From an optimization exercise on the open Yosys and OpenROAD flow, aimed at small area, a short achievable clock period and few clock cycles; shortcuts taken in it are not production practice.
The RTL was checked by simulation tests, not by an equivalence proof against the original design.
Power and IR drop assume default switching activity.

v25:
// LMFE
module LMFE ( clk, reset, Din, in_en, busy, out_valid, Dout, mem_cen, mem_wen, mem_addr, mem_d, mem_q);
Size: about 720 flip-flops.
Settings: LEC_CHECK=0, CAP_MARGIN=20, CORE_MARGIN=2, CORE_UTILIZATION=40, CTS_BUF_LIST=sky130_fd_sc_hd__clkbuf_16, CTS_CLUSTER_DIAMETER=60, CTS_CLUSTER_SIZE=30, SETUP_SLACK_MARGIN=2.9, SLEW_MARGIN=20; clock period 6.0 ns.
standard.sh (not shown) runs the stock make flow with config.mk's settings and CLKGATE_MAP_FILE= SYNTH_SCRIPT=/design/flow/synth_recipe.tcl, a recipe that flattens the netlist after the stock synthesis.
==> flow/flow/run.sh <==
#!/bin/bash
# The standard layout (the standard.sh, unchanged synthesis script and
# settings from config.mk), except that Yosys does not extract full-adder
# cells: with ADDER_MAP_FILE empty, ORFS's synth.tcl skips extract_fa, so ABC
# maps the adder trees from plain gates (faster than sky130 fa_1 cells).
# Registers are unaffected.
set -euo pipefail
export ADDER_MAP_FILE=
bash standard.sh > standard.log 2>&1
v25 ended with every stage complete and zero timing, DRC or antenna violations.
Testbench counts of v25, summed over its fixed seeds: cycles 1,381,296.
--- input diff v25..v24 ---
diff --git a/flow/config.mk b/flow/config.mk
--- a/flow/config.mk
+++ b/flow/config.mk
@@ -12,4 +12,4 @@
 export CTS_CLUSTER_DIAMETER = 60
 export CTS_CLUSTER_SIZE = 30
-export SETUP_SLACK_MARGIN = 2.9
+export SETUP_SLACK_MARGIN = 3.1
 export SLEW_MARGIN = 20
==> comparison <==
v24 vs v25: routed wire length up in v24
v24 vs. v25: final worst-path cycle share went down by 2.2 points.
Between v24 and v25, the detail-routed net length per standard cell figures differ only marginally.
[v24] sequential cell area share fell 0.30 points relative to v25
On v24: delay of the slowest cell on the worst path is 0.05 ns lower than what v25 gave.
Hold slack: v24 vs v25, no meaningful difference
Number of failing setup endpoints in the final timing report: v24 vs v25 identical
Cmp v24 and v25 / worst setup slack / higher: v24

== run A ==
LMFE, a different RTL version from the one above (not shown whole).
Size: about 1,700 cells after synthesis, ~720 flip-flops, ~22,000 um^2 of cells after synthesis.
clock: 6.0 ns
lec_check: 0
cap_margin: 20
core_margin: 2
core_utilization: 40
cts_buf_list: sky130_fd_sc_hd__clkbuf_16
cts_cluster_diameter: 60
cts_cluster_size: 30
place_density: 0.75
setup_slack_margin: 3.1
slew_margin: 20
Scripts as last shown in full above: flow/flow/run.sh
Testbench counts of run A, summed over its fixed seeds: cycles 1,381,296.
Changes in run B relative to run A:
# run A
export LEC_CHECK = 0
export CAP_MARGIN = 20
export CORE_MARGIN = 2
export CORE_UTILIZATION = 40
export CTS_BUF_LIST = sky130_fd_sc_hd__clkbuf_16
export CTS_CLUSTER_DIAMETER = 60
export CTS_CLUSTER_SIZE = 30
export PLACE_DENSITY = 0.75
export SETUP_SLACK_MARGIN = 3.1
export SLEW_MARGIN = 20
create_clock -name core_clock -period 6.0 [get_ports {clk}]
# run B
export LEC_CHECK = 0
export CAP_MARGIN = 20
export CORE_MARGIN = 2
export CORE_UTILIZATION = 40
export CTS_BUF_LIST = sky130_fd_sc_hd__clkbuf_16
export CTS_CLUSTER_DIAMETER = 60
export CTS_CLUSTER_SIZE = 30
export SETUP_SLACK_MARGIN = 2.7
export SLEW_MARGIN = 20
create_clock -name core_clock -period 6.0 [get_ports {clk}]
Findings:
Final cell area excluding filler cells (run B over run A): decrease, about 0.7%. Clock power: run B vs run A up about 10%. [compare] base=run A new=run B: clock share of power now larger, overall power of the completed layout saw an increase. Core utilization (lower): run B. Going from run A to run B, sequential share of layout area grows by 0.38 points.
What run C does differently from run B at the input level:
# run B
export LEC_CHECK = 0
export CAP_MARGIN = 20
export CORE_MARGIN = 2
export CORE_UTILIZATION = 40
export CTS_BUF_LIST = sky130_fd_sc_hd__clkbuf_16
export CTS_CLUSTER_DIAMETER = 60
export CTS_CLUSTER_SIZE = 30
export SETUP_SLACK_MARGIN = 2.7
export SLEW_MARGIN = 20
create_clock -name core_clock -period 6.0 [get_ports {clk}]
# run C
export LEC_CHECK = 0
export CAP_MARGIN = 20
export CORE_MARGIN = 2
export CORE_UTILIZATION = 40
export CTS_BUF_LIST = sky130_fd_sc_hd__clkbuf_16
export CTS_CLUSTER_DIAMETER = 60
export CTS_CLUSTER_SIZE = 30
export SETUP_SLACK_MARGIN = 3.7
export SLEW_MARGIN = 20
create_clock -name core_clock -period 6.0 [get_ports {clk}]
Notes after the runs:
Minimum clock period after layout ends up lower on run C. Run C vs run B: number of standard cells in the final layout excluding fillers up. When run C is set beside run B, its leakage power figure turns out to be about 8% larger. Relative to run B, the post-route cell area measured on run C has increased by a little under 10%.
Inputs modified between run C and run D:
# run C
export LEC_CHECK = 0
export CAP_MARGIN = 20
export CORE_MARGIN = 2
export CORE_UTILIZATION = 40
export CTS_BUF_LIST = sky130_fd_sc_hd__clkbuf_16
export CTS_CLUSTER_DIAMETER = 60
export CTS_CLUSTER_SIZE = 30
export SETUP_SLACK_MARGIN = 3.7
export SLEW_MARGIN = 20
create_clock -name core_clock -period 6.0 [get_ports {clk}]
# run D
export LEC_CHECK = 0
export ABC_CLOCK_PERIOD_IN_PS = 2500
export CAP_MARGIN = 20
export CORE_MARGIN = 2
export CORE_UTILIZATION = 40
export CTS_BUF_LIST = sky130_fd_sc_hd__clkbuf_16
export CTS_CLUSTER_DIAMETER = 60
export CTS_CLUSTER_SIZE = 30
export SETUP_SLACK_MARGIN = 3.1
export SLEW_MARGIN = 20
create_clock -name core_clock -period 6.0 [get_ports {clk}]
### Flow results
- Summary: with run C as the reference, final wirelength in run D moved down by a few percent.
- Re global-route usage: run D and run C aren't equal, and the higher value belongs to run C.
- The lower post-layout worst setup margin came out of run C.
- Between run D and run C, the total power consumption of the routed design is higher for run C.
- Of run D and run C, the lower clock skew belongs to run C.
- Relative to run C, the global placement routability congestion of run D is higher by 0.93%.
- Relative to run C, the minimum clock period of run D is lower by 0.043 ns.
- Insertion delay of the later-clocked pin in the worst-skew pair: run D vs run C — no meaningful difference
- Simple logic cell fraction of the synthesized area: run C vs run D identical
- Synthesized cell count: run C vs run D identical

==> afterwards: timing with drivers on the ports <==
No port has a modelled driver above. Below, the same layouts with a new extraction and two added sets of constraints.
Step 1: set_driving_cell puts a clkbuf_16 on clk and a buf_2 on each other input, an assumption about the parent block.
Step 2 times the ports against the registers' clock, not the clock port: input delays grow and output delays shrink by t, the midpoint of the rising clock arrivals with the driver on.
Three values: ideal ports, drivers, drivers and shift; two values: the first two.
| run | t (ns) | slack for setup (ns) | hold WS [ns] | worst slew at a driven data input, ns |
|---|---|---|---|---|
| v25 | 0.636 | 3.089 / 3.052 / 2.703 | 0.317 / 0.317 / 0.317 | 0.04 |
| v24 | 0.635 | 3.221 / 3.221 / 2.733 | 0.318 / 0.318 / 0.318 | 0.04 |
| run A | 0.638 | 2.984 / 2.984 / 2.858 | 0.300 / 0.300 / 0.300 | 0.03 |
| run B | 0.637 | 2.845 / 2.845 / 2.611 | 0.302 / 0.302 / 0.302 | 0.04 |
| run C | 0.633 | 3.040 / 3.040 / 3.040 | 0.311 / 0.311 / 0.311 | 0.04 |
| run D | 0.638 | 3.082 / 3.082 / 2.823 | 0.301 / 0.301 / 0.301 | 0.04 |
After both steps setup and hold are still met in every run listed. The setup slack of v24, which loses most, moves by 0.000 ns with the drivers and by -0.488 ns with both steps.
